From an optimization exercise on the open Yosys and OpenROAD flow, aimed at small area, a short achievable clock period and few clock cycles per item; shortcuts taken in it are not production practice.
The RTL was checked by simulation tests, not by an equivalence proof against the original design.
Power figures rest on the tool's default switching activity, not on a simulated workload.

`flow/config.mk`:
```
export PLATFORM = sky130hd
export DESIGN_NAME = division_float_32
export DESIGN_NICKNAME = division_float_32
export VERILOG_FILES = /design/flow/design.v
export SDC_FILE = /design/flow/constraint.sdc
export NUM_CORES = 4
export LEC_CHECK = 0
export ABC_AREA = 1
export CAP_MARGIN = 20
export CORE_MARGIN = 2
export CORE_UTILIZATION = 55
export SETUP_SLACK_MARGIN = 1.9
export SLEW_MARGIN = 20
```
`flow/constraint.sdc`:
```
create_clock -name core_clock -period 5.5 [get_ports {clock}]
set_input_delay 1.1000 -clock core_clock [delete_from_list [all_inputs] [get_ports {clock}]]
set_output_delay 1.1000 -clock core_clock [all_outputs]
set_load 0.01 [all_outputs]
```
`flow/design.v`:
```
module division_float_32(clock, start, operand1, operand2, result, finish, illegal);
	input clock;
	input start;
	input [31:0] operand1, operand2;
	output [31:0] result;
	output finish;
	output illegal;
	wire [23:0] m1 = {1'b1, operand1[22:0]};
	wire [23:0] m2 = {1'b1, operand2[22:0]};
	wire        big = ge23(operand1[22:0], operand2[22:0]);    
	wire [9:0]  u   = {2'b0, operand1[30:23]} + {2'b0, ~operand2[30:23]} + 10'd128;
	wire        unf = (u[9:8] == 2'b00);
	wire [7:0]  ex1 = u[7:0];
	wire [7:0]  ex0 = u[7:0] - 8'd1;
	reg  [7:0]  exp_r;
	reg         zero_r, sign_r;
	reg  [22:0] d;
	always @(posedge clock) begin
		d <= operand2[22:0];
		exp_r  <= (unf || operand1 == 32'd0) ? 8'd0 :
		          big ? ex1 : ex0;
		zero_r <= (operand1 == 32'd0);
		sign_r <= (operand1[31] ^ operand2[31]) & (operand1 != 32'd0);
	end
	function automatic ge23(input [22:0] a, input [22:0] bb);
		reg [22:0] g, p;
		reg [22:0] G1, P1;
		reg [22:0] G2, P2;
		reg [22:0] G3, P3;
		reg [22:0] G4, P4;
		reg [22:0] G5, P5;
		begin
			g = a & ~bb; p = a | ~bb;
			g[0] = g[0] | p[0];
			G1 = g; P1 = p;
			G1[1] = g[1] | (p[1] & g[0]); P1[1] = p[1] & p[0];
			G1[3] = g[3] | (p[3] & g[2]); P1[3] = p[3] & p[2];
			G1[5] = g[5] | (p[5] & g[4]); P1[5] = p[5] & p[4];
			G1[7] = g[7] | (p[7] & g[6]); P1[7] = p[7] & p[6];
			G1[9] = g[9] | (p[9] & g[8]); P1[9] = p[9] & p[8];
			G1[11] = g[11] | (p[11] & g[10]); P1[11] = p[11] & p[10];
			G1[13] = g[13] | (p[13] & g[12]); P1[13] = p[13] & p[12];
			G1[15] = g[15] | (p[15] & g[14]); P1[15] = p[15] & p[14];
			G1[17] = g[17] | (p[17] & g[16]); P1[17] = p[17] & p[16];
			G1[19] = g[19] | (p[19] & g[18]); P1[19] = p[19] & p[18];
			G1[21] = g[21] | (p[21] & g[20]); P1[21] = p[21] & p[20];
			G2 = G1; P2 = P1;
			G2[2] = G1[2] | (P1[2] & G1[1]); P2[2] = P1[2] & P1[1];
			G2[3] = G1[3] | (P1[3] & G1[1]); P2[3] = P1[3] & P1[1];
			G2[6] = G1[6] | (P1[6] & G1[5]); P2[6] = P1[6] & P1[5];
			G2[7] = G1[7] | (P1[7] & G1[5]); P2[7] = P1[7] & P1[5];
			G2[10] = G1[10] | (P1[10] & G1[9]); P2[10] = P1[10] & P1[9];
			G2[11] = G1[11] | (P1[11] & G1[9]); P2[11] = P1[11] & P1[9];
			G2[14] = G1[14] | (P1[14] & G1[13]); P2[14] = P1[14] & P1[13];
			G2[15] = G1[15] | (P1[15] & G1[13]); P2[15] = P1[15] & P1[13];
			G2[18] = G1[18] | (P1[18] & G1[17]); P2[18] = P1[18] & P1[17];
			G2[19] = G1[19] | (P1[19] & G1[17]); P2[19] = P1[19] & P1[17];
			G2[22] = G1[22] | (P1[22] & G1[21]); P2[22] = P1[22] & P1[21];
			G3 = G2; P3 = P2;
			G3[4] = G2[4] | (P2[4] & G2[3]); P3[4] = P2[4] & P2[3];
			G3[5] = G2[5] | (P2[5] & G2[3]); P3[5] = P2[5] & P2[3];
			G3[6] = G2[6] | (P2[6] & G2[3]); P3[6] = P2[6] & P2[3];
			G3[7] = G2[7] | (P2[7] & G2[3]); P3[7] = P2[7] & P2[3];
			G3[12] = G2[12] | (P2[12] & G2[11]); P3[12] = P2[12] & P2[11];
			G3[13] = G2[13] | (P2[13] & G2[11]); P3[13] = P2[13] & P2[11];
			G3[14] = G2[14] | (P2[14] & G2[11]); P3[14] = P2[14] & P2[11];
			G3[15] = G2[15] | (P2[15] & G2[11]); P3[15] = P2[15] & P2[11];
			G3[20] = G2[20] | (P2[20] & G2[19]); P3[20] = P2[20] & P2[19];
			G3[21] = G2[21] | (P2[21] & G2[19]); P3[21] = P2[21] & P2[19];
			G3[22] = G2[22] | (P2[22] & G2[19]); P3[22] = P2[22] & P2[19];
			G4 = G3; P4 = P3;
			G4[8] = G3[8] | (P3[8] & G3[7]); P4[8] = P3[8] & P3[7];
			G4[9] = G3[9] | (P3[9] & G3[7]); P4[9] = P3[9] & P3[7];
			G4[10] = G3[10] | (P3[10] & G3[7]); P4[10] = P3[10] & P3[7];
			G4[11] = G3[11] | (P3[11] & G3[7]); P4[11] = P3[11] & P3[7];
			G4[12] = G3[12] | (P3[12] & G3[7]); P4[12] = P3[12] & P3[7];
			G4[13] = G3[13] | (P3[13] & G3[7]); P4[13] = P3[13] & P3[7];
			G4[14] = G3[14] | (P3[14] & G3[7]); P4[14] = P3[14] & P3[7];
			G4[15] = G3[15] | (P3[15] & G3[7]); P4[15] = P3[15] & P3[7];
			G5 = G4; P5 = P4;
			G5[16] = G4[16] | (P4[16] & G4[15]); P5[16] = P4[16] & P4[15];
			G5[17] = G4[17] | (P4[17] & G4[15]); P5[17] = P4[17] & P4[15];
			G5[18] = G4[18] | (P4[18] & G4[15]); P5[18] = P4[18] & P4[15];
			G5[19] = G4[19] | (P4[19] & G4[15]); P5[19] = P4[19] & P4[15];
			G5[20] = G4[20] | (P4[20] & G4[15]); P5[20] = P4[20] & P4[15];
			G5[21] = G4[21] | (P4[21] & G4[15]); P5[21] = P4[21] & P4[15];
			G5[22] = G4[22] | (P4[22] & G4[15]); P5[22] = P4[22] & P4[15];
			ge23 = G5[22];
		end
	endfunction
	function automatic [25:0] step(input [24:0] r, input [22:0] dd, input inj);
		reg [24:0] b, g, p;
		reg [24:0] G1, P1;
		reg [24:0] G2, P2;
		reg [24:0] G3, P3;
		reg [24:0] G4, P4;
		reg [24:0] G5, P5;
		reg [24:0] G6, P6;
		reg [25:0] c;
		reg [23:0] diff;
		begin
			b = {1'b1, 1'b0, ~dd};
			g = r & b;
			p = r | b;
			g[0] = g[0] | p[0];   
			G1 = g; P1 = p;
			G1[1] = g[1] | (p[1] & g[0]); P1[1] = p[1] & p[0];
			G1[3] = g[3] | (p[3] & g[2]); P1[3] = p[3] & p[2];
			G1[5] = g[5] | (p[5] & g[4]); P1[5] = p[5] & p[4];
			G1[7] = g[7] | (p[7] & g[6]); P1[7] = p[7] & p[6];
			G1[9] = g[9] | (p[9] & g[8]); P1[9] = p[9] & p[8];
			G1[11] = g[11] | (p[11] & g[10]); P1[11] = p[11] & p[10];
			G1[13] = g[13] | (p[13] & g[12]); P1[13] = p[13] & p[12];
			G1[15] = g[15] | (p[15] & g[14]); P1[15] = p[15] & p[14];
			G1[17] = g[17] | (p[17] & g[16]); P1[17] = p[17] & p[16];
			G1[19] = g[19] | (p[19] & g[18]); P1[19] = p[19] & p[18];
			G1[21] = g[21] | (p[21] & g[20]); P1[21] = p[21] & p[20];
			G1[23] = g[23] | (p[23] & g[22]); P1[23] = p[23] & p[22];
			G2 = G1; P2 = P1;
			G2[3] = G1[3] | (P1[3] & G1[1]); P2[3] = P1[3] & P1[1];
			G2[7] = G1[7] | (P1[7] & G1[5]); P2[7] = P1[7] & P1[5];
			G2[11] = G1[11] | (P1[11] & G1[9]); P2[11] = P1[11] & P1[9];
			G2[15] = G1[15] | (P1[15] & G1[13]); P2[15] = P1[15] & P1[13];
			G2[19] = G1[19] | (P1[19] & G1[17]); P2[19] = P1[19] & P1[17];
			G2[23] = G1[23] | (P1[23] & G1[21]); P2[23] = P1[23] & P1[21];
			G3 = G2; P3 = P2;
			G3[5] = G2[5] | (P2[5] & G2[3]); P3[5] = P2[5] & P2[3];
			G3[7] = G2[7] | (P2[7] & G2[3]); P3[7] = P2[7] & P2[3];
			G3[13] = G2[13] | (P2[13] & G2[11]); P3[13] = P2[13] & P2[11];
			G3[15] = G2[15] | (P2[15] & G2[11]); P3[15] = P2[15] & P2[11];
			G3[21] = G2[21] | (P2[21] & G2[19]); P3[21] = P2[21] & P2[19];
			G3[23] = G2[23] | (P2[23] & G2[19]); P3[23] = P2[23] & P2[19];
			G4 = G3; P4 = P3;
			G4[9] = G3[9] | (P3[9] & G3[7]); P4[9] = P3[9] & P3[7];
			G4[11] = G3[11] | (P3[11] & G3[7]); P4[11] = P3[11] & P3[7];
			G4[13] = G3[13] | (P3[13] & G3[7]); P4[13] = P3[13] & P3[7];
			G4[15] = G3[15] | (P3[15] & G3[7]); P4[15] = P3[15] & P3[7];
			G5 = G4; P5 = P4;
			G5[17] = G4[17] | (P4[17] & G4[15]); P5[17] = P4[17] & P4[15];
			G5[19] = G4[19] | (P4[19] & G4[15]); P5[19] = P4[19] & P4[15];
			G5[21] = G4[21] | (P4[21] & G4[15]); P5[21] = P4[21] & P4[15];
			G5[23] = G4[23] | (P4[23] & G4[15]); P5[23] = P4[23] & P4[15];
			G6 = G5; P6 = P5;
			G6[2] = G5[2] | (P5[2] & G5[1]); P6[2] = P5[2] & P5[1];
			G6[4] = G5[4] | (P5[4] & G5[3]); P6[4] = P5[4] & P5[3];
			G6[6] = G5[6] | (P5[6] & G5[5]); P6[6] = P5[6] & P5[5];
			G6[8] = G5[8] | (P5[8] & G5[7]); P6[8] = P5[8] & P5[7];
			G6[10] = G5[10] | (P5[10] & G5[9]); P6[10] = P5[10] & P5[9];
			G6[12] = G5[12] | (P5[12] & G5[11]); P6[12] = P5[12] & P5[11];
			G6[14] = G5[14] | (P5[14] & G5[13]); P6[14] = P5[14] & P5[13];
			G6[16] = G5[16] | (P5[16] & G5[15]); P6[16] = P5[16] & P5[15];
			G6[18] = G5[18] | (P5[18] & G5[17]); P6[18] = P5[18] & P5[17];
			G6[20] = G5[20] | (P5[20] & G5[19]); P6[20] = P5[20] & P5[19];
			G6[22] = G5[22] | (P5[22] & G5[21]); P6[22] = P5[22] & P5[21];
			G6[24] = G5[24] | (P5[24] & G5[23]); P6[24] = P5[24] & P5[23];
			c = {G6, 1'b1};
			diff = r[23:0] ^ ({24{c[25]}} & (b[23:0] ^ c[23:0]));
			step = {c[25], diff, inj};
		end
	endfunction
	reg  [24:0] r;
	reg  [22:0] L;
	reg  [3:0]  cnt;
	wire done = (cnt == 4'd12);
	wire [25:0] s0 = step(r, d, L[22]);
	wire [25:0] s1 = step(s0[24:0], d, L[21]);
	always @(posedge clock) begin
		if (start)
			r <= big ? {1'b0, m1} : {m1, 1'b0};
		else
			r <= s1[24:0];
		if (start) begin
			L   <= big ? {1'b0, m2[23:2]} : m2[23:1];
			cnt <= 4'd0;
		end else if (!done) begin
			L   <= {L[20:0], s0[25], s1[25]};
			cnt <= cnt + 4'd1;
		end
	end
	assign result = {sign_r, exp_r, L & {23{~zero_r}}};
	assign finish = done;
	assign illegal = (operand2 == 32'd0);
endmodule
```
`flow/flow/run.sh`:
```
#!/bin/bash
# The standard layout, with plain buffers (sky130_fd_sc_hd__buf_1) on the
# ports instead of the default delay-cell buffers.
set -euo pipefail
bash standard.sh BUFFER_PORTS_ARGS="-buffer_cell sky130_fd_sc_hd__buf_1" finish > standard_flow.log 2>&1
```
`flow/standard.sh`:
```
#!/bin/bash
# synth_recipe.tcl (not shown) runs the flow's synth.tcl, then flattens the netlist and writes it again
# the make line also repeats each setting of config.mk as NAME=value (left out here)
make -C /OpenROAD-flow-scripts/flow DESIGN_CONFIG=/design/flow/config.mk WORK_HOME=/design/flow/orfs CLKGATE_MAP_FILE= SYNTH_SCRIPT=/design/flow/synth_recipe.tcl "${@:-finish}"
```
==> results of run 1 <==
## registers in the layout, indices dropped and copies added, names as in the netlist
name    flops
r          25
cnt         4
L          23
d          23
exp_r       8
zero_r      1
sign_r      1
## how the worst max path moves through the flow
stage                          endpoint  slack [ns]  cells after the start
floorplan           exp_r[2]$_SDFF_PP0_        2.01                     16
global placement           r[6]$_DFF_P_        1.43                     26
detailed placement  exp_r[5]$_SDFF_PP0_        1.37                     18
CTS                      L[9]$_DFFE_PP_        1.86                     16
global route              r[10]$_DFF_P_        1.83                     28
finish                          illegal        2.07                      5
## stage by stage
step                utilization  hold WS (ns)  setup slack (ns)  cell area [um2]  std cells
global route              0.659         0.494              1.83             8310       1442
global placement          0.597         0.465              1.43             7530       1396
finish                    0.659         0.471              2.07             8310       1442
detailed placement        0.597         0.469              1.37             7530       1396
CTS                       0.628         0.478              1.86             7920       1418
floorplan                     -         0.445              2.01             7110       1155
## critical path: stages
cell                      delay [ns]
sky130_fd_sc_hd__buf_1          0.15
sky130_fd_sc_hd__nor4_1         0.45
sky130_fd_sc_hd__nand4_1        0.23
sky130_fd_sc_hd__nor4_1         0.22
sky130_fd_sc_hd__buf_1          0.18
## timing repair
item,4_1_cts,5_1_grt
gates resized for setup,6,51
buffers inserted,3,18
setup endpoints to repair,33,49
pin swaps,2,18
gates cloned,3,6
## routing by layer
layer	up-vias	routed length, um	global-route usage
met5	-	0	0
met4	0	487	0.0851
met3	37	1540	0.0300
met2	291	9890	0.470
met1	3508	9730	0.420
li1	3989	-	-
## layout by cell type (no fill, tap or decap), types with 9 or more instances in the layout
| cell type | n |
|---|---|
| sky130_fd_sc_hd__a21oi_1 | 65 |
| sky130_fd_sc_hd__o21ai_1 | 21 |
| sky130_fd_sc_hd__xor2_1 | 24 |
| sky130_fd_sc_hd__buf_1 | 98 |
| sky130_fd_sc_hd__nand4_1 | 15 |
| sky130_fd_sc_hd__buf_4 | 18 |
| sky130_fd_sc_hd__nor2_1 | 95 |
| sky130_fd_sc_hd__nand2_2 | 20 |
| sky130_fd_sc_hd__nand2_1 | 295 |
| sky130_fd_sc_hd__o21ai_0 | 66 |
| sky130_fd_sc_hd__clkbuf_16 | 9 |
| sky130_fd_sc_hd__edfxtp_1 | 23 |
| sky130_fd_sc_hd__o22ai_1 | 16 |
| sky130_fd_sc_hd__dfxtp_1 | 56 |
| sky130_fd_sc_hd__nor4_1 | 16 |
| sky130_fd_sc_hd__inv_1 | 171 |
| sky130_fd_sc_hd__ha_1 | 18 |
| sky130_fd_sc_hd__nand3_1 | 118 |
| sky130_fd_sc_hd__inv_2 | 14 |
## layout make-up
class | instances | area (um2) | share of cell area
clock inverter | 5 | 60.1 | 0.00722
timing repair buffer | 123 | 597 | 0.0718
timing repair inverter | 1 | 7.51 | 0.000903
sequential | 85 | 1940 | 0.233
multi-input combinational | 854 | 4530 | 0.545
inverter | 191 | 724 | 0.0871
clock buffer | 11 | 243 | 0.0292
tap | 172 | 215 | 0.0259
## cell families (layout without fill, tap and decap cells)
logic type | count (synthesis) | after routing
buffers and inverters | 224 | 331
xor gates and xnor gates | 30 | 30
AOI/OAI and AO/OA | 197 | 197
adders and majority gates | 19 | 19
and+or+nand+nor | 600 | 608
DFF | 85 | 85
## power by group
| group | leakage (nW) | internal [mW] | switching [mW] |
|---|---|---|---|
| Clock | 0.134 | 0.365 | 0.270 |
| Combinational | 3.27 | 1.36 | 2.48 |
| Sequential | 0.769 | 0.812 | 0.100 |
==> flow_summary.ini, run 1 <==
[synthesis]
syn_inst = 1155
most_repeated_cell_in_the_gate_level_netlist_after_synthesis = sky130_fd_sc_hd__nand2_1
synth_top_cells_by_area = sky130_fd_sc_hd__dfxtp_1, sky130_fd_sc_hd__nand2_1, sky130_fd_sc_hd__edfxtp_1
netlist_area_um2 = 7110
post-synth-top-area-cell = sky130_fd_sc_hd__dfxtp_1
synth_edf_count = 23
synth.cells.most_frequent = sky130_fd_sc_hd__nand2_1, sky130_fd_sc_hd__inv_1, sky130_fd_sc_hd__nand3_1
main_combinational_cell_family_by_area_after_synthesis = simple AND/OR/NAND/NOR gates
synth.ff_latch_count = 85
synth_async_sr_flop_share = 0
yosys_warnings = 1
post_synth_fa_ha_maj_area_fraction = 0.0345
synth.avg_cell_area_um2 = 6.16
synth_compound_gate_area_share = 0.153
yosysSeqAreaShare = 0.272
yosys.area_share.simple = 0.375
yosys.area_share.xor_xnor = 0.0380
synth_mux_area_frac = 0
yosysUniqueCellTypes = 53
synth_flop_cell = sky130_fd_sc_hd__dfxtp_1
synth.top_cell.area_share = 0.174
syn-num-nets = 1240

[placement]
globalplace.congestion = 0.905
portBuffers = 99
hpwlAfterDp_um = 14700

[power]
total_leakage_power_nw = 4.17
p_total_mw = 5.39
max-vdd-ir-drop_mv = 0.336
pwr_density_cell_nw_per_um2 = 648

[routing]
drc = 0
detail-route-antenna-nets = 0
via_count_of_the_routed_design = 7825
first_iter_violations = 621
route.detailed.vias_per_inst = 5.43
routed_wire_length_per_instance_um = 15.0
drt_wl_total_um = 21600
detail_route.first_pass.iterations = 6

[clock_network]
cts.hold.buffers_added = 0
cts-root-buf = sky130_fd_sc_hd__clkbuf_16
clk_latency_ns = 0.35
tritoncts = built
cts_max_level = 3
clockBufferDepth = 2
cts.sink_count = 85
cts-buffers-inserted = 9
cts.clk_slew.worst_paths_ns = 0.06

[global_route]
grt_overflow_total = 0
grt_pass1_wl_um = 33100
grt_pass1_vias = 6750
grt_max_degree = 51
overall_routing_resource_usage = 0.294
number_of_antenna_violations_at_the_first_check_in_global_routing = 0

[cells_and_area]
area_growth_pct = 16.9
num-nets-final = 1350
insertedDiodeCount = 0
layout-drive-gt1-share = 0.105
n_fill_cell = 1215

[timing]
achievable-frequency_mhz = 292
max_slew_headroom = 0.339
finalCriticalPeriod_ns = 3.43
skew_ns = 0.00647
timing_hold_violations_final = 0
layout_worst_path_cycle_share = 0.624
report.final.setup_viol = 0
worstMarginPinSlew_ns = 0.989
totalNegativeSetupSlack_ns = 0
rsz_0062_raised_after_global_routing = true
slew_viol_final = 0

[hold_path]
hold-path-endpoint = cnt[3]$_SDFFE_PP0N_
min_delay_path_depth = 2
hold_start = cnt[3]$_SDFFE_PP0N_
hold_class = flop to flop

[setup_path]
rr_startpoint = d[5]$_DFF_P_
r2r_depth = 27
worst_setup_path_start = operand2[21]
critPathRequiredTime_ns = 4.40
path_max_fanout = 6
setup.worst_path.end_class = output port
endpoint_of_the_most_critical_register_to_register_path = r[10]$_DFF_P_
worstSetupPathType = primary input to output port
ff2ff_setup_slack_ns = 2.12
cp.arrival_ns = 2.33
worst_setup_path_start_kind = primary input

[floorplanning]
floorplan.die.width_um = 118
floorplan.die_area_um2 = 13900
placeableCoreArea_um2 = 12600
fp-row-count = 41
boundaryPins = 100
floorplan.die.height_um = 118
initial_core_util = 0.564

[status]
outcome = no timing/DRC/antenna violations

[flow_run]
max_cap_violations = 0
Testbench counts, summed over its fixed seeds: cycles 26,624, items 2,048.
==> run 2, diff against run 1 <==
--- a/flow/config.mk
+++ b/flow/config.mk
@@ -11,2 +11,3 @@
 export CORE_UTILIZATION = 55
+export CTS_BUF_LIST = sky130_fd_sc_hd__clkbuf_2 sky130_fd_sc_hd__clkbuf_4 sky130_fd_sc_hd__clkbuf_8
 export SETUP_SLACK_MARGIN = 1.9
==> run 2 against run 1 <==
  * First-iteration DRC count rose by 13%
  * Die area did not move
  * Synthesized area did not move
  * Total power fell by 0.50%
  * Flip-flop and latch count did not move
  * Hold slack improved by 0.0033 ns
  * Combinational power rose by 3%
  * Design area barely moved
  * Largest power group unchanged
  * Cell count rose by 0.28%
  * Core utilization rose by 0.060 points
==> flow_summary.ini, run 2 <==
[cells_and_area]
regMostFlops = r
n_fill_cell = 1212
largest_reg_flops = 25
layout-drive-gt1-share = 0.112
commonest_non_fill_non_tap_cell_in_the_layout = sky130_fd_sc_hd__nand2_1
largestRegisters = r: 25 flops, L: 23 flops, d: 23 flops
insertedDiodeCount = 0
finish.utilization = 0.659
layout.cells.most_common_list = sky130_fd_sc_hd__nand2_1, sky130_fd_sc_hd__inv_1, sky130_fd_sc_hd__nand3_1
num-nets-final = 1354
stdcell_count = 1446
area_growth_pct = 17.0

[placement]
hpwlAfterDp_um = 14700
post-place-cells = 1396
portBuffers = 99
globalplace.congestion = 0.905

[clock_network]
cts.clk_slew.worst_paths_ns = 0.09
cts_max_level = 3
clockBufferDepth = 2
tritoncts = built
cts-buffers-inserted = 9
clk_latency_ns = 0.38
cts.sink_count = 85
cts.hold.buffers_added = 0
cts-root-buf = sky130_fd_sc_hd__clkbuf_8

[synthesis]
syn_inst = 1155
post_synth_fa_ha_maj_area_fraction = 0.0345
yosys_warnings = 1
synth.top_cell.area_share = 0.174
yosys.area_share.xor_xnor = 0.0380
synth_async_sr_flop_share = 0
main_combinational_cell_family_by_area_after_synthesis = simple AND/OR/NAND/NOR gates
synth_mux_area_frac = 0
yosysUniqueCellTypes = 53
synth.cells.most_frequent = sky130_fd_sc_hd__nand2_1, sky130_fd_sc_hd__inv_1, sky130_fd_sc_hd__nand3_1
most_repeated_cell_in_the_gate_level_netlist_after_synthesis = sky130_fd_sc_hd__nand2_1
yosysSeqAreaShare = 0.272
synth_top_cells_by_area = sky130_fd_sc_hd__dfxtp_1, sky130_fd_sc_hd__nand2_1, sky130_fd_sc_hd__edfxtp_1
synth.avg_cell_area_um2 = 6.16
synth_compound_gate_area_share = 0.153
yosys.area_share.simple = 0.375
synth_edf_count = 23
netlist_area_um2 = 7110
synth.ff_latch_count = 85
syn-num-nets = 1240
post-synth-top-area-cell = sky130_fd_sc_hd__dfxtp_1
synth_flop_cell = sky130_fd_sc_hd__dfxtp_1

[routing]
detail_route.first_pass.iterations = 5
drt_wl_total_um = 21900
drc = 0
via_count_of_the_routed_design = 7903
routed_wire_length_per_instance_um = 15.1
detail-route-antenna-nets = 0
first_iter_violations = 699
route.detailed.vias_per_inst = 5.47

[status]
outcome = no timing/DRC/antenna violations

[setup_path]
critical-path-slowest-cell = sky130_fd_sc_hd__dfxtp_2
endpoint_of_the_most_critical_register_to_register_path = r[21]$_DFF_P_
critPathRequiredTime_ns = 5.77
worstSetupPathType = flop to flop
ff2ff_setup_slack_ns = 2.07
worst_setup_path_start_kind = flop
critical_path.endpoint = r[21]$_DFF_P_
worst_path_most_repeated_cell = sky130_fd_sc_hd__nand2_1
rr_startpoint = d[2]$_DFF_P_
path_max_fanout = 6
r2r_depth = 27
worst_path_largest_cell_delay_ns = 0.41
worst_setup_path_start = d[2]$_DFF_P_
setup.worst_path.end_class = flop
cp.arrival_ns = 3.69

[global_route]
grt_overflow_total = 0
grt_most_used_layer = met2
grt_pass1_vias = 6725
overall_routing_resource_usage = 0.292
grtUsageMet2 = 0.468
grt_pass1_wl_um = 32800
met1_usage = 0.418
number_of_antenna_violations_at_the_first_check_in_global_routing = 0
met3_usage_in_global_routing = 0.0310
grt_max_degree = 51

[floorplanning]
boundaryPins = 100
floorplan.die.height_um = 118
floorplan.die_area_um2 = 13900
placeableCoreArea_um2 = 12600
fp-row-count = 41
initial_core_util = 0.564
floorplan.die.width_um = 118

[timing]
totalNegativeSetupSlack_ns = 0
slew_viol_final = 0
report.final.setup_viol = 0
rsz_0062_raised_after_global_routing = false
timing_hold_violations_final = 0
max_slew_headroom = 0.340
achievable-frequency_mhz = 292
layout_worst_path_cycle_share = 0.623
skew_ns = 0.00907
finalCriticalPeriod_ns = 3.43
worstMarginPinSlew_ns = 0.987

[power]
total_leakage_power_nw = 4.16
max-vdd-ir-drop_mv = 0.287
p_int_mw = 2.46
share_seq_of_total_power = 0.171
p_comb_frac = 0.740
power.net_switching_mw = 2.90
p_sw_frac = 0.540
pwr_density_cell_nw_per_um2 = 644
power.clock.fraction = 0.089

[hold_path]
hold_class = flop to flop
min_delay_path_depth = 2

[flow_run]
max_cap_violations = 0
==> run 2: cell count changes in the layout (fill, tap and decap cells not counted), moves of 4 or more <==
cell,before,now
sky130_fd_sc_hd__dfxtp_1,56,52
sky130_fd_sc_hd__clkbuf_8,1,10
sky130_fd_sc_hd__dfxtp_2,6,10
sky130_fd_sc_hd__clkbuf_16,9,0
==> run 2: power by group through the flow <==
stage | clock network [mW] | logic [mW] | registers [mW]
after CTS | 0.482 | 3.20 | 0.904
after global placement | 0 | 2.94 | 0.914
after global routing | 0.512 | 4.40 | 0.934
after floorplan | 0 | 2.54 | 0.898
after detailed placement | 0 | 2.97 | 0.916
final | 0.478 | 3.97 | 0.917
==> run 2: metrics by stage <==
step                worst slack, ns  hold WS, ns  power, mW  cell area [um2]
detailed placement             1.37        0.469       3.89             7530
finish                         2.07        0.475       5.36             8320
CTS                            1.89        0.482       4.59             7820
global route                   1.83        0.499       5.85             8320
floorplan                      2.01        0.445       3.44             7110
global placement               1.43        0.465       3.85             7530
==> run 2: cell type report <==
cell class                      count  area [um2]  share of cell area
Tap cell                          172         215              0.0259
Sequential cell                    85        1940               0.234
Timing Repair inverter              1        7.51            0.000902
Clock inverter                      5        60.1             0.00722
Multi-Input combinational cell    854        4590               0.551
Inverter                          191         724              0.0871
Clock buffer                       11         145              0.0174
Timing Repair Buffer              127         639              0.0768
==> run 2: timing repair <==
| item | 4_1_cts | 5_1_grt |
|---|---|---|
| pin swaps | 2 | 16 |
| buffers inserted | 3 | 22 |
| cloned | 2 | 7 |
| setup endpoints to repair | 30 | 48 |
| gates resized for setup | 6 | 59 |
==> run 2: worst max-delay path: cells and delay by family (launching register included) <==
kind / cells / cell delay, ns
xor+xnor: 1 / 0.18
buf+inv: 4 / 0.60
flops: 1 / 0.41
simple gates: 22 / 2.11
==> run 2: how the worst min path moves through the flow <==
stage                             start                   to
global route        cnt[3]$_SDFFE_PP0N_  cnt[3]$_SDFFE_PP0N_
detailed placement  cnt[3]$_SDFFE_PP0N_  cnt[3]$_SDFFE_PP0N_
finish              cnt[3]$_SDFFE_PP0N_  cnt[3]$_SDFFE_PP0N_
floorplan           cnt[3]$_SDFFE_PP0N_  cnt[3]$_SDFFE_PP0N_
CTS                 cnt[3]$_SDFFE_PP0N_  cnt[3]$_SDFFE_PP0N_
global placement    cnt[3]$_SDFFE_PP0N_  cnt[3]$_SDFFE_PP0N_
==> run 2: routing by layer <==
layer	routed length, um	up-vias
met5	0	-
met2	9870	304
li1	-	4000
met1	9790	3558
met4	516	0
met3	1690	41
==> run 2: cells by family after synthesis <==
kind of cell / count (synthesis)
compound gates: 197
xor+xnor: 30
fa+ha+maj: 19
buf+inv: 224
flops: 85
simple gates: 600
==> run 3, diff against run 2 <==
--- a/flow/config.mk
+++ b/flow/config.mk
@@ -12,3 +12,3 @@
 export CTS_BUF_LIST = sky130_fd_sc_hd__clkbuf_2 sky130_fd_sc_hd__clkbuf_4 sky130_fd_sc_hd__clkbuf_8
-export SETUP_SLACK_MARGIN = 1.9
+export SETUP_SLACK_MARGIN = 1.6
 export SLEW_MARGIN = 20
==> run 3 against run 2 <==
  * Flip-flop and latch count is the same
  * Synthesized area unchanged
  * Still clean
  * Cell count fell by 2.0%
  * Wire length shrank 7.2%
  * Synthesized cell count unchanged
  * Register-to-register slack got worse by 0.14 ns
  * Die area did not move
  * Core utilization decreased by 3.9 points
  * Sequential power decreased by 1%
  * First-iteration DRC count fell by 13%
  * Largest power group unchanged
  * Setup slack got worse by 0.24 ns
  * Global-route usage shrank 0.97 points
==> flow_summary.ini, run 3 <==
[status]
outcome = no timing/DRC/antenna violations

[global_route]
overall_routing_resource_usage = 0.282
grt_pass1_wl_um = 31900
grt_overflow_total = 0
grt_pass1_vias = 6654
grt_max_degree = 51
number_of_antenna_violations_at_the_first_check_in_global_routing = 0

[cells_and_area]
largestRegisters = r: 25 flops, L: 23 flops, d: 23 flops
regMostFlops = r
area_growth_pct = 10.1
largest_reg_flops = 25
layout-drive-gt1-share = 0.0618
insertedDiodeCount = 0
num-nets-final = 1325
finish.utilization = 0.621
layout.cells.most_common_list = sky130_fd_sc_hd__nand2_1, sky130_fd_sc_hd__inv_1, sky130_fd_sc_hd__nand3_1
commonest_non_fill_non_tap_cell_in_the_layout = sky130_fd_sc_hd__nand2_1

[hold_path]
hold_class = flop to flop

[timing]
layout_worst_path_cycle_share = 0.667
max_slew_headroom = 0.321
slew_viol_final = 0
skew_ns = 0.00723
achievable-frequency_mhz = 273
hold_slack_ns = 0.475
report.final.setup_viol = 0
totalNegativeSetupSlack_ns = 0
timing_hold_violations_final = 0
finalCriticalPeriod_ns = 3.67
rsz_0062_raised_after_global_routing = true
worstMarginPinSlew_ns = 1.02

[floorplanning]
floorplan.die.height_um = 118
placeableCoreArea_um2 = 12600
boundaryPins = 100
fp-row-count = 41
floorplan.die.width_um = 118
floorplan.die_area_um2 = 13900
initial_core_util = 0.564

[power]
pwr_density_cell_nw_per_um2 = 592
total_leakage_power_nw = 3.99
max-vdd-ir-drop_mv = 0.355

[synthesis]
synth_flop_cell = sky130_fd_sc_hd__dfxtp_1
synth_top_cells_by_area = sky130_fd_sc_hd__dfxtp_1, sky130_fd_sc_hd__nand2_1, sky130_fd_sc_hd__edfxtp_1
synth_async_sr_flop_share = 0
synth.ff_latch_count = 85
most_repeated_cell_in_the_gate_level_netlist_after_synthesis = sky130_fd_sc_hd__nand2_1
post-synth-top-area-cell = sky130_fd_sc_hd__dfxtp_1
syn_inst = 1155
synth.cells.most_frequent = sky130_fd_sc_hd__nand2_1, sky130_fd_sc_hd__inv_1, sky130_fd_sc_hd__nand3_1
synth.top_cell.area_share = 0.174
netlist_area_um2 = 7110
yosys_warnings = 1
yosysSeqAreaShare = 0.272
synth_edf_count = 23
yosysUniqueCellTypes = 53
synth.avg_cell_area_um2 = 6.16
syn-num-nets = 1240

[clock_network]
cts.clk_slew.worst_paths_ns = 0.09
cts-root-buf = sky130_fd_sc_hd__clkbuf_8
cts-buffers-inserted = 9
cts.hold.buffers_added = 0
clockBufferDepth = 2
tritoncts = built
clk_latency_ns = 0.38
cts_max_level = 3
cts.sink_count = 85

[routing]
first_iter_violations = 606
via_count_of_the_routed_design = 7554
detail-route-antenna-nets = 0
drt_wl_total_um = 20300
routed_wire_length_per_instance_um = 14.3
detail_route.first_pass.iterations = 5
route.detailed.vias_per_inst = 5.33
drc = 0

[placement]
hpwlAfterDp_um = 14700
portBuffers = 99
globalplace.congestion = 0.905

[setup_path]
worst_setup_path_start_kind = primary input
critPathRequiredTime_ns = 5.76
path_max_fanout = 35
cp.arrival_ns = 3.93
setup.worst_path.end_class = flop
worstSetupPathType = primary input to flop

[flow_run]
max_cap_violations = 0
-- run 3: cell families (layout without fill, tap and decap cells) --
kind of cell             Yosys count  count (layout)  share of synthesized area
AO/OA/AOI/OAI                    197             197                      0.153
XOR/XNOR                          30              30                     0.0380
adder cells (fa/ha/maj)           19              19                     0.0345
buffers and inverters            224             311                      0.128
flip-flops                        85              85                      0.272
AND/OR/NAND/NOR                  600             603                      0.375
-- run 3: path summary, 6_finish.rpt --
check	start	to	slack, ns	depth (start not counted)
setup / recovery	operand1[1]	r[6]$_DFF_P_	1.83	16
hold reg to reg	cnt[3]$_SDFFE_PP0N_	cnt[3]$_SDFFE_PP0N_	0.47	2
setup reg to reg	d[2]$_DFF_P_	r[17]$_DFF_P_	1.93	27
hold / removal	cnt[3]$_SDFFE_PP0N_	cnt[3]$_SDFFE_PP0N_	0.47	2
-- run 3: power by group --
group | total (mW) | switching, mW | internal (mW)
logic | 3.25 | 2.20 | 1.06
registers | 0.906 | 0.0962 | 0.809
clock network | 0.477 | 0.250 | 0.227
total | 4.64 | 2.54 | 2.09
-- run 3: area by class of cell --
cell class	count	area [um2]
repair inverters	1	5.00
inverters	191	721
fillers	1271	4780
flip-flops and latches	85	1930
repair buffers	103	415
clock inverters	5	60.1
well taps	172	215
clock buffers	11	145
multi-input cells	849	4340
-- run 3: critical path: stages --
cell	delay, ns
sky130_fd_sc_hd__buf_1	0.17
sky130_fd_sc_hd__o22ai_1	0.12
sky130_fd_sc_hd__nand2_1	0.06
sky130_fd_sc_hd__o21ai_0	0.07
sky130_fd_sc_hd__a21oi_1	0.13
sky130_fd_sc_hd__nor2_1	0.06
sky130_fd_sc_hd__nor2_1	0.09
sky130_fd_sc_hd__a21oi_1	0.05
sky130_fd_sc_hd__o22ai_1	0.16
sky130_fd_sc_hd__nand3_1	0.11
sky130_fd_sc_hd__o2111ai_1	0.09
sky130_fd_sc_hd__nand2_1	0.10
sky130_fd_sc_hd__nand2_2	0.48
sky130_fd_sc_hd__clkinvlp_2	0.66
sky130_fd_sc_hd__o21ai_0	0.37
sky130_fd_sc_hd__o21ai_1	0.10
-- run 3: repair_timing --
action,in CTS,in global routing
gates resized for setup,1,6
setup buffers,0,1
pin swaps,0,3
setup endpoints to repair,25,34
cloned,0,4
-- run 3: stage by stage --
| stage | total power, mW | cell area (um2) | cells | setup slack, ns |
|---|---|---|---|---|
| global route | 5.14 | 7840 | 1417 | 1.55 |
| CTS | 4.39 | 7750 | 1412 | 1.71 |
| finish | 4.64 | 7840 | 1417 | 1.83 |
| detailed placement | 3.89 | 7530 | 1396 | 1.37 |
| global placement | 3.85 | 7530 | 1396 | 1.43 |
| floorplan | 3.44 | 7110 | 1155 | 2.01 |
-- run 3: routing by layer --
| metal | up-vias | routed length (um) | GRT usage |
|---|---|---|---|
| li1 | 3921 | - | - |
| met1 | 3372 | 9720 | 0.405 |
| met2 | 240 | 8930 | 0.451 |
| met3 | 21 | 1340 | 0.0310 |
| met4 | 0 | 285 | 0.0753 |
| met5 | - | 0 | 0 |
==> run 4, diff against run 3 <==
--- a/flow/config.mk
+++ b/flow/config.mk
@@ -12,3 +12,3 @@
 export CTS_BUF_LIST = sky130_fd_sc_hd__clkbuf_2 sky130_fd_sc_hd__clkbuf_4 sky130_fd_sc_hd__clkbuf_8
-export SETUP_SLACK_MARGIN = 1.6
+export SETUP_SLACK_MARGIN = 2.2
 export SLEW_MARGIN = 20
==> run 4 against run 3 <==
  * Clock skew is 0.0042 ns higher
  * Core utilization is 12 points higher
  * Sequential power is 3.0% higher
  * Via count is 11% higher
  * First-iteration DRC count is 52% higher
  * Total power is 36% higher
  * Non-clock buffer count is 57 higher
  * Flip-flop and latch count stayed put
  * Setup slack better by 0.31 ns
  * Wire length is 21% higher
  * Largest cell class unchanged
==> flow_summary.ini, run 4 <==
[status]
outcome = no timing/DRC/antenna violations

[timing]
max_slew_headroom = 0.307
report.final.setup_viol = 0
layout_worst_path_cycle_share = 0.610
totalNegativeSetupSlack_ns = 0
timing_hold_violations_final = 0
rsz_0062_raised_after_global_routing = true
finalCriticalPeriod_ns = 3.36
achievable-frequency_mhz = 298
worstMarginPinSlew_ns = 1.04
slew_viol_final = 0
skew_ns = 0.0114

[clock_network]
cts_max_level = 3
clockBufferDepth = 2
cts-root-buf = sky130_fd_sc_hd__clkbuf_8
tritoncts = built
cts.clk_slew.worst_paths_ns = 0.10
cts.sink_count = 85
clk_latency_ns = 0.39
cts-buffers-inserted = 9

[placement]
hpwlAfterDp_um = 15100
globalplace.congestion = 0.948
portBuffers = 99
post-place-cells = 1396

[synthesis]
syn-num-nets = 1240
yosysSeqAreaShare = 0.272
synth_flop_cell = sky130_fd_sc_hd__dfxtp_1
synth_async_sr_flop_share = 0
yosys_warnings = 1
synth.ff_latch_count = 85
syn_inst = 1155
synth_edf_count = 23
synth.cells.most_frequent = sky130_fd_sc_hd__nand2_1, sky130_fd_sc_hd__inv_1, sky130_fd_sc_hd__nand3_1
synth_top_cells_by_area = sky130_fd_sc_hd__dfxtp_1, sky130_fd_sc_hd__nand2_1, sky130_fd_sc_hd__edfxtp_1
synth.avg_cell_area_um2 = 6.16
synth.top_cell.area_share = 0.174
netlist_area_um2 = 7110
most_repeated_cell_in_the_gate_level_netlist_after_synthesis = sky130_fd_sc_hd__nand2_1
post-synth-top-area-cell = sky130_fd_sc_hd__dfxtp_1
yosysUniqueCellTypes = 53

[routing]
drt_wl_total_um = 24500
detail_route.first_pass.iterations = 7
routed_wire_length_per_instance_um = 16.5
drc = 0
detail-route-antenna-nets = 0
via_count_of_the_routed_design = 8413
route.detailed.vias_per_inst = 5.68
first_iter_violations = 922

[setup_path]
worst_path_largest_cell_delay_ns = 0.37
setup.worst_path.end_class = flop
critical-path-slowest-cell = sky130_fd_sc_hd__dfxtp_2
worst_setup_path_start_kind = flop
worstSetupPathType = flop to flop
path_max_fanout = 8
critPathRequiredTime_ns = 5.78
ff2ff_setup_slack_ns = 2.14
cp.arrival_ns = 3.64

[cells_and_area]
insertedDiodeCount = 0
seqCellArea_um2 = 2000
num-nets-final = 1389
layout.cells.most_common_list = sky130_fd_sc_hd__nand2_1, sky130_fd_sc_hd__inv_1, sky130_fd_sc_hd__nand3_1
regMostFlops = r
stdcell_count = 1481
layout-drive-gt1-share = 0.252
n_fill_cell = 1082
area_growth_pct = 31.1
commonest_non_fill_non_tap_cell_in_the_layout = sky130_fd_sc_hd__nand2_1
largest_reg_flops = 25
largestRegisters = r: 25 flops, L: 23 flops, d: 23 flops
multiInputGateArea_um2 = 5130

[global_route]
overall_routing_resource_usage = 0.316
grt_pass1_wl_um = 35400
grt_overflow_total = 0
grt_max_degree = 51
number_of_antenna_violations_at_the_first_check_in_global_routing = 1
grt_pass1_vias = 7212

[power]
p_total_mw = 6.30
power.clock.fraction = 0.093
share_seq_of_total_power = 0.148
power.net_switching_mw = 3.37
pwr_density_cell_nw_per_um2 = 675
max-vdd-ir-drop_mv = 0.327
total_leakage_power_nw = 4.56
p_int_mw = 2.93
p_sw_frac = 0.535
p_comb_frac = 0.759

[floorplanning]
placeableCoreArea_um2 = 12600
fp-row-count = 41
floorplan.die.width_um = 118
floorplan.die.height_um = 118
boundaryPins = 100
initial_core_util = 0.564
floorplan.die_area_um2 = 13900

[hold_path]
hold_class = flop to flop

[flow_run]
max_cap_violations = 0
[run 4: changes by cell type in the layout (fill, tap and decap cells not counted), moves of 15 or more]
cell,delta
sky130_fd_sc_hd__buf_1,-15
sky130_fd_sc_hd__buf_4,+47
sky130_fd_sc_hd__dfxtp_1,-32
sky130_fd_sc_hd__dfxtp_2,+22
sky130_fd_sc_hd__nand2_1,-51
sky130_fd_sc_hd__nand2_2,+45
sky130_fd_sc_hd__nand3_1,-27
sky130_fd_sc_hd__nand3_2,+24
[run 4: worst max-delay path: cells and delay by family (launching register included)]
family                 cells  cell delay, ns
buffers and inverters      3            0.37
flip-flops                 1            0.37
AND/OR/NAND/NOR           26            2.47
[run 4: cells by family after synthesis]
family | Yosys count | synth area share
buf+inv | 224 | 0.128
compound gates | 197 | 0.153
fa+ha+maj | 19 | 0.0345
flops | 85 | 0.272
xor+xnor | 30 | 0.0380
simple gates | 600 | 0.375
[run 4: repair_timing]
| item | in CTS | in global routing |
|---|---|---|
| endpoints found under the setup margin | 48 | 46 |
| cloned | 7 | 8 |
| hold endpoints to repair | 0 | 0 |
| pin swaps | 15 | 72 |
| resized for setup | 71 | 192 |
| buffers inserted | 16 | 38 |
| hold buffers | 0 | 0 |
[run 4: worst paths after layout]
check / start / end / depth (start not counted)
max: r[1]$_DFF_P_ / r[20]$_DFF_P_ / 29
min: cnt[3]$_SDFFE_PP0N_ / cnt[3]$_SDFFE_PP0N_ / 2
max reg2reg: r[1]$_DFF_P_ / r[20]$_DFF_P_ / 29
min reg2reg: cnt[3]$_SDFFE_PP0N_ / cnt[3]$_SDFFE_PP0N_ / 2
[run 4: power by group through the flow]
stage,registers (mW),logic (mW),clock network (mW)
after floorplan,0.898,2.54,0
after global placement,0.921,2.94,0
after detailed placement,0.920,2.97,0
after CTS,0.910,3.67,0.589
after global routing,0.946,5.17,0.610
final,0.933,4.78,0.585
[run 4: final cells by class]
cell class,instances,area share
inverters,191,0.0779
clock inverters,7,0.0139
repair inverters,1,0.000805
well taps,172,0.0231
flip-flops and latches,85,0.214
multi-input cells,856,0.550
clock buffers,9,0.0133
repair buffers,160,0.107
[run 4: metal layers]
metal / global-route usage / part of all wire / vias up
met5: 0 / 0.00045 / -
met4: 0.0896 / 0.036 / 2
met3: 0.0673 / 0.092 / 83
met2: 0.487 / 0.45 / 422
met1: 0.447 / 0.42 / 3831
li1: - / - / 4075
[run 4: metrics by stage]
step           setup WS [ns]  area [um2]  hold slack, ns  utilization
2_1_floorplan           2.21        7120           0.445            -
3_3_place_gp            1.27        7540           0.465        0.598
3_5_place_dp            1.21        7540           0.469        0.598
4_1_cts                 2.20        8260           0.484        0.655
5_1_grt                 1.94        9330           0.509        0.739
6_report                2.14        9330           0.480        0.739
==> run 5, diff against run 4 <==
--- a/flow/config.mk
+++ b/flow/config.mk
@@ -11,4 +11,3 @@
 export CORE_UTILIZATION = 55
-export CTS_BUF_LIST = sky130_fd_sc_hd__clkbuf_2 sky130_fd_sc_hd__clkbuf_4 sky130_fd_sc_hd__clkbuf_8
-export SETUP_SLACK_MARGIN = 2.2
+export SETUP_SLACK_MARGIN = 2.0
 export SLEW_MARGIN = 20
==> run 5 against run 4 <==
  * Synthesized area is the same
  * Die area did not move
  * First-iteration DRC count down 30%
  * Still clean on timing, DRC and antenna
  * Design area is 7.3% lower
  * Cell count shrank 2.0%
==> flow_summary.ini, run 5 <==
[cells_and_area]
insertedDiodeCount = 0
largest_reg_flops = 25
multiInputGateArea_um2 = 4760
stdcell_count = 1451
finish.utilization = 0.685
layout.cells.most_common_list = sky130_fd_sc_hd__nand2_1, sky130_fd_sc_hd__inv_1, sky130_fd_sc_hd__nand3_1
num-nets-final = 1359
n_fill_cell = 1166
area_growth_pct = 21.6
final_design_area_no_fill_um2 = 8650
largestRegisters = r: 25 flops, L: 23 flops, d: 23 flops
commonest_non_fill_non_tap_cell_in_the_layout = sky130_fd_sc_hd__nand2_1
seqCellArea_um2 = 1970
regMostFlops = r
layout-drive-gt1-share = 0.159

[synthesis]
synth.ff_latch_count = 85
synth.avg_cell_area_um2 = 6.16
syn-num-nets = 1240
netlist_area_um2 = 7110
synth.cells.most_frequent = sky130_fd_sc_hd__nand2_1, sky130_fd_sc_hd__inv_1, sky130_fd_sc_hd__nand3_1
post-synth-top-area-cell = sky130_fd_sc_hd__dfxtp_1
yosysSeqAreaShare = 0.272
syn_inst = 1155
synth_async_sr_flop_share = 0
most_repeated_cell_in_the_gate_level_netlist_after_synthesis = sky130_fd_sc_hd__nand2_1
yosysUniqueCellTypes = 53
synth_top_cells_by_area = sky130_fd_sc_hd__dfxtp_1, sky130_fd_sc_hd__nand2_1, sky130_fd_sc_hd__edfxtp_1
yosys_warnings = 1
synth_edf_count = 23
synth.top_cell.area_share = 0.174
synth_flop_cell = sky130_fd_sc_hd__dfxtp_1

[timing]
worstMarginPinSlew_ns = 0.988
fin_ws_ns = 2.09
skew_ns = 0.00547
report.final.setup_viol = 0
slew_viol_final = 0
achievable-frequency_mhz = 293
totalNegativeSetupSlack_ns = 0
max_slew_headroom = 0.340
layout_worst_path_cycle_share = 0.621
finalCriticalPeriod_ns = 3.41
timing_hold_violations_final = 0
rsz_0062_raised_after_global_routing = false

[placement]
hpwlAfterDp_um = 14700
post-place-cells = 1396
post_placement_worst_setup_slack_ns = 1.37
placedInstanceArea_um2 = 7530
portBuffers = 99
globalplace.congestion = 0.905

[power]
power.net_switching_mw = 3.00
p_comb_frac = 0.723
share_seq_of_total_power = 0.164
pwr_density_cell_nw_per_um2 = 649
total_leakage_power_nw = 4.27
p_int_mw = 2.61
max-vdd-ir-drop_mv = 0.342
power.clock.fraction = 0.113
p_sw_frac = 0.535

[global_route]
grt_pass1_wl_um = 33700
grt_pass1_vias = 6817
grt_overflow_total = 0
number_of_antenna_violations_at_the_first_check_in_global_routing = 0
grt_max_degree = 51
overall_routing_resource_usage = 0.300

[setup_path]
r2r_depth = 27
critPathRequiredTime_ns = 4.40
setup.worst_path.end_class = output port
path_max_fanout = 6
cp.arrival_ns = 2.31
endpoint_of_the_most_critical_register_to_register_path = r[6]$_DFF_P_
rr_startpoint = d[2]$_DFF_P_
worst_setup_path_start_kind = primary input
worstSetupPathType = primary input to output port
ff2ff_setup_slack_ns = 2.10

[routing]
drt_wl_total_um = 22200
met2_wirelength_um = 10100
first_iter_violations = 650
via_count_of_the_routed_design = 7931
routed.top_layer = met4
detail-route-antenna-nets = 0
route.detailed.vias_per_inst = 5.47
routed_wire_length_per_instance_um = 15.3
detail_route.first_pass.iterations = 5
drt-met1-wl_um = 9890
dr_wl_met3_um = 1680
drc = 0

[hold_path]
min_delay_path_depth = 2
hold_class = flop to flop
hold_start = cnt[3]$_SDFFE_PP0N_
hold-path-endpoint = cnt[3]$_SDFFE_PP0N_

[clock_network]
cts-root-buf = sky130_fd_sc_hd__clkbuf_16
clockBufferDepth = 2
cts.sink_count = 85
cts.hold.buffers_added = 0
clk_latency_ns = 0.35
cts_max_level = 3
cts.clk_slew.worst_paths_ns = 0.06
tritoncts = built
cts-buffers-inserted = 9

[floorplanning]
initial_core_util = 0.564
floorplan.die_area_um2 = 13900
floorplan.die.height_um = 118
floorplan.die.width_um = 118
placeableCoreArea_um2 = 12600
fp-row-count = 41
boundaryPins = 100

[status]
outcome = no timing/DRC/antenna violations

[flow_run]
max_cap_violations = 0
## run 5: changes by cell type in the layout (fill, tap and decap cells not counted), sizes merged
| cell | previous run | this run |
|---|---|---|
| clkbuf | 17 | 12 |
| bufinv | 3 | 1 |
| buf | 152 | 131 |
| clkinvlp | 3 | 7 |
| nand2 | 329 | 327 |
| inv | 188 | 185 |
| clkinv | 5 | 4 |
## run 5: repair_timing
| action | 4_1_cts | 5_1_grt |
|---|---|---|
| buffers inserted | 4 | 26 |
| endpoints found under the setup margin | 38 | 44 |
| gates resized for setup | 11 | 131 |
| cloned | 5 | 4 |
| pin swaps | 4 | 39 |
## run 5: worst max path at each step
stage                     endpoint  depth (start not counted)          start  slack, ns
2_1_floorplan  exp_r[2]$_SDFF_PP0_                         16   operand2[25]       2.01
3_3_place_gp          r[6]$_DFF_P_                         26   d[4]$_DFF_P_       1.43
3_5_place_dp   exp_r[5]$_SDFF_PP0_                         18    operand2[1]       1.37
4_1_cts              r[16]$_DFF_P_                         27   r[3]$_DFF_P_       2.02
5_1_grt              r[20]$_DFF_P_                         26  r[10]$_DFF_P_       1.91
6_report                   illegal                          5   operand2[21]       2.09
## run 5: layout make-up
| type | instances | share of cell area |
|---|---|---|
| repair buffers | 132 | 0.0764 |
| clock buffers | 11 | 0.0281 |
| inverters | 191 | 0.0841 |
| multi-input cells | 854 | 0.550 |
| clock inverters | 5 | 0.00694 |
| flip-flops and latches | 85 | 0.228 |
| repair inverters | 1 | 0.000868 |
| well taps | 172 | 0.0249 |
## run 5: cell families after synthesis
kind of cell / count (synthesis) / share of synthesized area
XOR/XNOR: 30 / 0.0380
AO/OA/AOI/OAI: 197 / 0.153
AND/OR/NAND/NOR: 600 / 0.375
buffers and inverters: 224 / 0.128
adder cells (fa/ha/maj): 19 / 0.0345
flip-flops: 85 / 0.272
## run 5: power by group through the flow
stage                     Sequential [mW]  Combinational (mW)  Clock, mW
after floorplan                     0.898                2.54          0
after global routing                0.936                4.49      0.663
after CTS                           0.905                3.35      0.639
final                               0.920                4.06      0.634
after global placement              0.914                2.94          0
after detailed placement            0.916                2.97          0
## run 5: metrics by stage
step           power, mW  hold WS (ns)
2_1_floorplan       3.44         0.445
3_3_place_gp        3.85         0.465
3_5_place_dp        3.89         0.469
4_1_cts             4.90         0.478
5_1_grt             6.09         0.495
6_report            5.61         0.471
## run 5: critical path: stages
cell and delay, ns:
sky130_fd_sc_hd__buf_1 0.15, sky130_fd_sc_hd__nor4_1 0.44, sky130_fd_sc_hd__nand4_1 0.23, sky130_fd_sc_hd__nor4_1 0.21, sky130_fd_sc_hd__buf_1 0.18
## run 5: layer usage
| layer | track usage | up-vias |
|---|---|---|
| met2 | 0.480 | 314 |
| li1 | - | 4008 |
| met1 | 0.426 | 3569 |
| met4 | 0.0956 | 0 |
| met5 | 0 | - |
| met3 | 0.0310 | 40 |
==> run 6, diff against run 5 <==
--- a/flow/config.mk
+++ b/flow/config.mk
@@ -11,3 +11,3 @@
 export CORE_UTILIZATION = 55
-export SETUP_SLACK_MARGIN = 2.0
+export SETUP_SLACK_MARGIN = 1.8
 export SLEW_MARGIN = 20
==> run 6 against run 5 <==
  * Sequential power is 0.9% lower
  * Largest power group unchanged
  * First-iteration DRC count rose by 1.7%
  * Via count fell by 2.3%
  * Clock power is essentially flat
  * Clock skew is essentially flat
  * Largest cell class unchanged
==> flow_summary.ini, run 6 <==
[cells_and_area]
stdcell_count = 1431
area_growth_pct = 15.2
num-nets-final = 1339
largestRegisters = r: 25 flops, L: 23 flops, d: 23 flops
layout-drive-gt1-share = 0.0802
layout.cells.most_common_list = sky130_fd_sc_hd__nand2_1, sky130_fd_sc_hd__inv_1, sky130_fd_sc_hd__nand3_1
insertedDiodeCount = 0
finish.utilization = 0.649
commonest_non_fill_non_tap_cell_in_the_layout = sky130_fd_sc_hd__nand2_1
largest_reg_flops = 25
regMostFlops = r

[synthesis]
netlist_area_um2 = 7110
synth.top_cell.area_share = 0.174
yosys_warnings = 1
synth_top_cells_by_area = sky130_fd_sc_hd__dfxtp_1, sky130_fd_sc_hd__nand2_1, sky130_fd_sc_hd__edfxtp_1
post-synth-top-area-cell = sky130_fd_sc_hd__dfxtp_1
synth.cells.most_frequent = sky130_fd_sc_hd__nand2_1, sky130_fd_sc_hd__inv_1, sky130_fd_sc_hd__nand3_1
synth_edf_count = 23
synth.ff_latch_count = 85
syn-num-nets = 1240
yosysUniqueCellTypes = 53
synth.avg_cell_area_um2 = 6.16
yosysSeqAreaShare = 0.272
synth_async_sr_flop_share = 0
synth_flop_cell = sky130_fd_sc_hd__dfxtp_1
most_repeated_cell_in_the_gate_level_netlist_after_synthesis = sky130_fd_sc_hd__nand2_1
syn_inst = 1155

[clock_network]
cts.sink_count = 85
cts.hold.buffers_added = 0
tritoncts = built
cts-root-buf = sky130_fd_sc_hd__clkbuf_16
cts-buffers-inserted = 9
clockBufferDepth = 2
cts_max_level = 3
clk_latency_ns = 0.35
cts.clk_slew.worst_paths_ns = 0.06

[timing]
worstMarginPinSlew_ns = 0.980
report.final.setup_viol = 0
slew_viol_final = 0
layout_worst_path_cycle_share = 0.637
rsz_0062_raised_after_global_routing = true
max_slew_headroom = 0.345
totalNegativeSetupSlack_ns = 0
skew_ns = 0.00546
finalCriticalPeriod_ns = 3.50
timing_hold_violations_final = 0
hold_slack_ns = 0.471
fin_ws_ns = 2.00
achievable-frequency_mhz = 286

[setup_path]
worst_setup_path_start_kind = flop
worst_setup_path_start = d[3]$_DFF_P_
rr_startpoint = d[3]$_DFF_P_
worst_path_largest_cell_delay_ns = 0.42
critical-path-slowest-cell = sky130_fd_sc_hd__dfxtp_1
critical_path.top_delay_family = simple AND/OR/NAND/NOR gates
worst_path_most_repeated_cell = sky130_fd_sc_hd__nand2_1
setup.worst_path.end_class = flop
critPathRequiredTime_ns = 5.74
cp.depth = 27
cp.arrival_ns = 3.75
worstPathBufferInverterCount = 4
r2r_depth = 27
path_max_fanout = 9
worstSetupPathType = flop to flop

[global_route]
grt_most_used_layer = met2
met3_usage_in_global_routing = 0.0354
overall_routing_resource_usage = 0.289
met1_usage = 0.411
grt_pass1_vias = 6700
grt_overflow_total = 0
grt_pass1_wl_um = 32500
grtUsageMet2 = 0.453
number_of_antenna_violations_at_the_first_check_in_global_routing = 0
grt_max_degree = 51

[routing]
drc = 0
route.detailed.vias_per_inst = 5.41
detail-route-antenna-nets = 0
drt_wl_total_um = 21400
detail_route.first_pass.iterations = 6
first_iter_violations = 661
routed_wire_length_per_instance_um = 15.0
via_count_of_the_routed_design = 7748

[power]
max-vdd-ir-drop_mv = 0.334
pwr_density_cell_nw_per_um2 = 645
total_leakage_power_nw = 4.12

[placement]
post_placement_worst_setup_slack_ns = 1.37
hpwlAfterDp_um = 14700
globalplace.congestion = 0.905
portBuffers = 99
post-place-cells = 1396

[hold_path]
hold_class = flop to flop
min_delay_path_depth = 2
hold_start = cnt[3]$_SDFFE_PP0N_

[floorplanning]
floorplan.die.height_um = 118
fp-row-count = 41
floorplan.die.width_um = 118
placeableCoreArea_um2 = 12600
boundaryPins = 100
initial_core_util = 0.564
floorplan.die_area_um2 = 13900

[status]
outcome = no timing/DRC/antenna violations

[flow_run]
max_cap_violations = 0
## run 6: cell type report
cell class | instances | area, um2
multi-input cells | 852 | 4480
fillers | 1227 | 4430
flip-flops and latches | 85 | 1940
inverters | 191 | 724
repair buffers | 114 | 533
clock buffers | 11 | 243
well taps | 172 | 215
clock inverters | 5 | 60.1
repair inverters | 1 | 7.51
## run 6: cell families (layout without fill, tap and decap cells)
family / after synthesis / in the layout / synth area share
buf+inv: 224 / 322 / 0.128
flops: 85 / 85 / 0.272
compound gates: 197 / 197 / 0.153
xor+xnor: 30 / 30 / 0.0380
fa+ha+maj: 19 / 19 / 0.0345
simple gates: 600 / 606 / 0.375
## run 6: routing by layer
metal	share of wire	wire length, um
met1	0.46	9890
met2	0.44	9490
met3	0.077	1640
met4	0.020	421
met5	0	0
## run 6: timing repair
item | CTS | global route
gates resized for setup | 4 | 25
setup buffers | 0 | 10
pin swaps | 1 | 7
cloned | 1 | 8
setup endpoints to repair | 29 | 47
## run 6: path summary, 6_finish.rpt
kind	to	slack, ns
min reg2reg	cnt[3]$_SDFFE_PP0N_	0.47
max	r[12]$_DFF_P_	2.00
min	cnt[3]$_SDFFE_PP0N_	0.47
max reg2reg	r[12]$_DFF_P_	2.00
## run 6: power by group
group          internal, mW  switching (mW)
combinational          1.31            2.43
clock                 0.365           0.271
sequential            0.811           0.101
## run 6: through the flow
step           power (mW)  cell area (um2)
2_1_floorplan        3.44             7110
3_3_place_gp         3.85             7530
3_5_place_dp         3.89             7530
4_1_cts              4.64             7870
5_1_grt              5.76             8190
6_report             5.29             8190
## run 6: worst register-to-register path: cells and delay by family, from the launching register on
family                    cells  cell delay [ns]
and+or+nand+nor              22             2.14
xor gates and xnor gates      1             0.19
buffers and inverters         4             0.65
DFF                           1             0.42
==> run 7, diff against run 6 <==
--- a/flow/config.mk
+++ b/flow/config.mk
@@ -11,3 +11,3 @@
 export CORE_UTILIZATION = 55
-export SETUP_SLACK_MARGIN = 1.8
+export SETUP_SLACK_MARGIN = 1.6
 export SLEW_MARGIN = 20
==> run 7 against run 6 <==
  * Fmax fell by 4.3%
  * Die area did not move
  * Cell count fell by 0.91%
  * Core utilization fell by 2.1 points
  * Still clean on timing, DRC and antenna
  * Synthesized cell count did not move
  * Clock power barely moved
  * Flip-flop and latch count did not move
  * Sequential share of layout area rose by 0.74 points
  * Hold slack barely moved
==> flow_summary.ini, run 7 <==
[synthesis]
synth_flop_cell = sky130_fd_sc_hd__dfxtp_1
most_repeated_cell_in_the_gate_level_netlist_after_synthesis = sky130_fd_sc_hd__nand2_1
synth.ff_latch_count = 85
yosysUniqueCellTypes = 53
post-synth-top-area-cell = sky130_fd_sc_hd__dfxtp_1
syn_inst = 1155
synth.top_cell.area_share = 0.174
syn-num-nets = 1240
synth_top_cells_by_area = sky130_fd_sc_hd__dfxtp_1, sky130_fd_sc_hd__nand2_1, sky130_fd_sc_hd__edfxtp_1
synth.cells.most_frequent = sky130_fd_sc_hd__nand2_1, sky130_fd_sc_hd__inv_1, sky130_fd_sc_hd__nand3_1
yosysSeqAreaShare = 0.272
netlist_area_um2 = 7110
yosys_warnings = 1
synth_async_sr_flop_share = 0
synth.avg_cell_area_um2 = 6.16
synth_edf_count = 23

[cells_and_area]
layout-drive-gt1-share = 0.0618
finish.utilization = 0.628
stdcell_count = 1418
final_design_area_no_fill_um2 = 7930
n_fill_cell = 1264
seqCellArea_um2 = 1930
largestRegisters = r: 25 flops, L: 23 flops, d: 23 flops
insertedDiodeCount = 0
multiInputGateArea_um2 = 4340
layout.cells.most_common_list = sky130_fd_sc_hd__nand2_1, sky130_fd_sc_hd__inv_1, sky130_fd_sc_hd__nand3_1
area_growth_pct = 11.5
regMostFlops = r
commonest_non_fill_non_tap_cell_in_the_layout = sky130_fd_sc_hd__nand2_1
num-nets-final = 1326
largest_reg_flops = 25

[floorplanning]
fp-row-count = 41
placeableCoreArea_um2 = 12600
initial_core_util = 0.564
floorplan.die.height_um = 118
boundaryPins = 100
floorplan.die_area_um2 = 13900
floorplan.die.width_um = 118

[timing]
report.final.setup_viol = 0
timing_hold_violations_final = 0
totalNegativeSetupSlack_ns = 0
achievable-frequency_mhz = 273
worstMarginPinSlew_ns = 0.995
slew_viol_final = 0
max_slew_headroom = 0.335
finalCriticalPeriod_ns = 3.66
skew_ns = 0.00514
layout_worst_path_cycle_share = 0.666
fin_ws_ns = 1.84
hold_slack_ns = 0.472
rsz_0062_raised_after_global_routing = true

[clock_network]
tritoncts = built
clk_latency_ns = 0.35
cts_max_level = 3
cts.clk_slew.worst_paths_ns = 0.06
cts.sink_count = 85
clockBufferDepth = 2
cts-buffers-inserted = 9
cts-root-buf = sky130_fd_sc_hd__clkbuf_16

[setup_path]
critPathRequiredTime_ns = 5.57
setup.worst_path.end_class = flop
worstSetupPathType = primary input to flop
worst_setup_path_start_kind = primary input
cp.arrival_ns = 3.74
path_max_fanout = 42

[routing]
route.detailed.vias_per_inst = 5.35
drc = 0
detail-route-antenna-nets = 0
via_count_of_the_routed_design = 7588
detail_route.first_pass.iterations = 5
drt_wl_total_um = 20500
routed_wire_length_per_instance_um = 14.5
first_iter_violations = 718

[global_route]
overall_routing_resource_usage = 0.282
grt_max_degree = 51
grt_pass1_vias = 6623
grt_most_used_layer = met2
met1_usage = 0.407
grt_overflow_total = 0
grtUsageMet2 = 0.448
grt_pass1_wl_um = 31900
number_of_antenna_violations_at_the_first_check_in_global_routing = 0
met3_usage_in_global_routing = 0.0310

[placement]
placedInstanceArea_um2 = 7530
post_placement_worst_setup_slack_ns = 1.37
hpwlAfterDp_um = 14700
globalplace.congestion = 0.905
portBuffers = 99
post-place-cells = 1396

[hold_path]
hold_class = flop to flop

[flow_run]
max_cap_violations = 0

[power]
pwr_density_cell_nw_per_um2 = 604
total_leakage_power_nw = 4.03
p_total_mw = 4.79
max-vdd-ir-drop_mv = 0.324

[status]
outcome = no timing/DRC/antenna violations
## run 7: routing by layer
| layer | up-vias | wire length (um) |
|---|---|---|
| li1 | 3930 | - |
| met1 | 3380 | 9830 |
| met2 | 258 | 9030 |
| met3 | 20 | 1370 |
| met4 | 0 | 270 |
| met5 | - | 0 |
## run 7: kinds of logic after synthesis
kind of cell	after synthesis	share of synthesized area
adders and majority gates	19	0.0345
xor gates and xnor gates	30	0.0380
AOI/OAI and AO/OA	197	0.153
DFF	85	0.272
and+or+nand+nor	600	0.375
buffers and inverters	224	0.128
## run 7: final cells by class
cell class / count / share of cell area
tap: 172 / 0.0271
multi-input combinational: 849 / 0.547
timing repair inverter: 1 / 0.000947
clock buffer: 11 / 0.0306
inverter: 191 / 0.0909
timing repair buffer: 104 / 0.0518
clock inverter: 5 / 0.00757
sequential: 85 / 0.244
## run 7: what timing repair did
action	4_1_cts	5_1_grt
gates resized for setup	1	7
setup buffers	0	2
setup endpoints to repair	25	35
pin swaps	0	3
cloned	0	4
hold buffers	0	0
## run 7: where the power goes
| part | internal, mW | leakage [nW] | switching, mW | total, mW |
|---|---|---|---|---|
| clock | 0.365 | 0.134 | 0.270 | 0.635 |
| sequential | 0.810 | 0.769 | 0.0964 | 0.907 |
| combinational | 1.04 | 3.13 | 2.21 | 3.25 |
## run 7: final timing paths
path | startpoint | to | slack, ns | cells after the start
worst min-delay path | cnt[3]$_SDFFE_PP0N_ | cnt[3]$_SDFFE_PP0N_ | 0.47 | 2
worst min register to register | cnt[3]$_SDFFE_PP0N_ | cnt[3]$_SDFFE_PP0N_ | 0.47 | 2
worst max register to register | d[2]$_DFF_P_ | r[17]$_DFF_P_ | 1.92 | 27
worst max-delay path | operand2[1] | L[2]$_DFFE_PP_ | 1.84 | 17
## run 7: critical path: stages
cell and delay [ns]:
sky130_fd_sc_hd__buf_1 0.11, sky130_fd_sc_hd__inv_1 0.09, sky130_fd_sc_hd__o22ai_1 0.15, sky130_fd_sc_hd__nand2_1 0.07, sky130_fd_sc_hd__o21ai_0 0.14, sky130_fd_sc_hd__a21oi_1 0.08, sky130_fd_sc_hd__nor2_1 0.10, sky130_fd_sc_hd__nor2_1 0.05
sky130_fd_sc_hd__a21oi_1 0.12, sky130_fd_sc_hd__o22ai_1 0.10, sky130_fd_sc_hd__nand3_1 0.10, sky130_fd_sc_hd__o2111ai_1 0.10, sky130_fd_sc_hd__nand2_1 0.10, sky130_fd_sc_hd__nand2_2 0.37, sky130_fd_sc_hd__buf_4 0.42, sky130_fd_sc_hd__o21ai_0 0.34
sky130_fd_sc_hd__o21ai_0 0.16

## static timing again, ports no longer ideal
How much do the figures lean on ideal ports? The routed layouts below were timed once more, with nothing changed but the port constraints.
Step 1: set_driving_cell puts a clkbuf_16 on clock and a buf_2 on each other input, an assumption about the parent block.
Step 2 times the ports against the registers' clock, not the clock port: input delays grow and output delays shrink by t, the midpoint of the rising clock arrivals with the driver on.
Slacks: no drivers / after step 1 / after step 2; pairs: no drivers / after step 1.
run	shift t [ns]	slack for setup (ns)	clock arrival spread, ns	worst data-port slew with drivers (ns)
run 1	0.394	2.071 / 2.052 / 1.769	0.006 / 0.006	0.06
run 2	0.409	2.074 / 2.074 / 1.749	0.010 / 0.009	0.06
run 3	0.408	1.833 / 1.847 / 1.439	0.007 / 0.007	0.06
run 4	0.420	2.143 / 2.143 / 1.888	0.011 / 0.011	0.06
run 5	0.388	2.087 / 2.068 / 1.892	0.006 / 0.006	0.06
run 6	0.392	1.998 / 1.998 / 1.664	0.006 / 0.006	0.06
run 7	0.390	1.839 / 1.859 / 1.469	0.005 / 0.005	0.06
After both steps setup and hold are still met in every run listed. The setup slack of run 3, which loses most, moves by +0.014 ns with the drivers and by -0.394 ns with both steps.
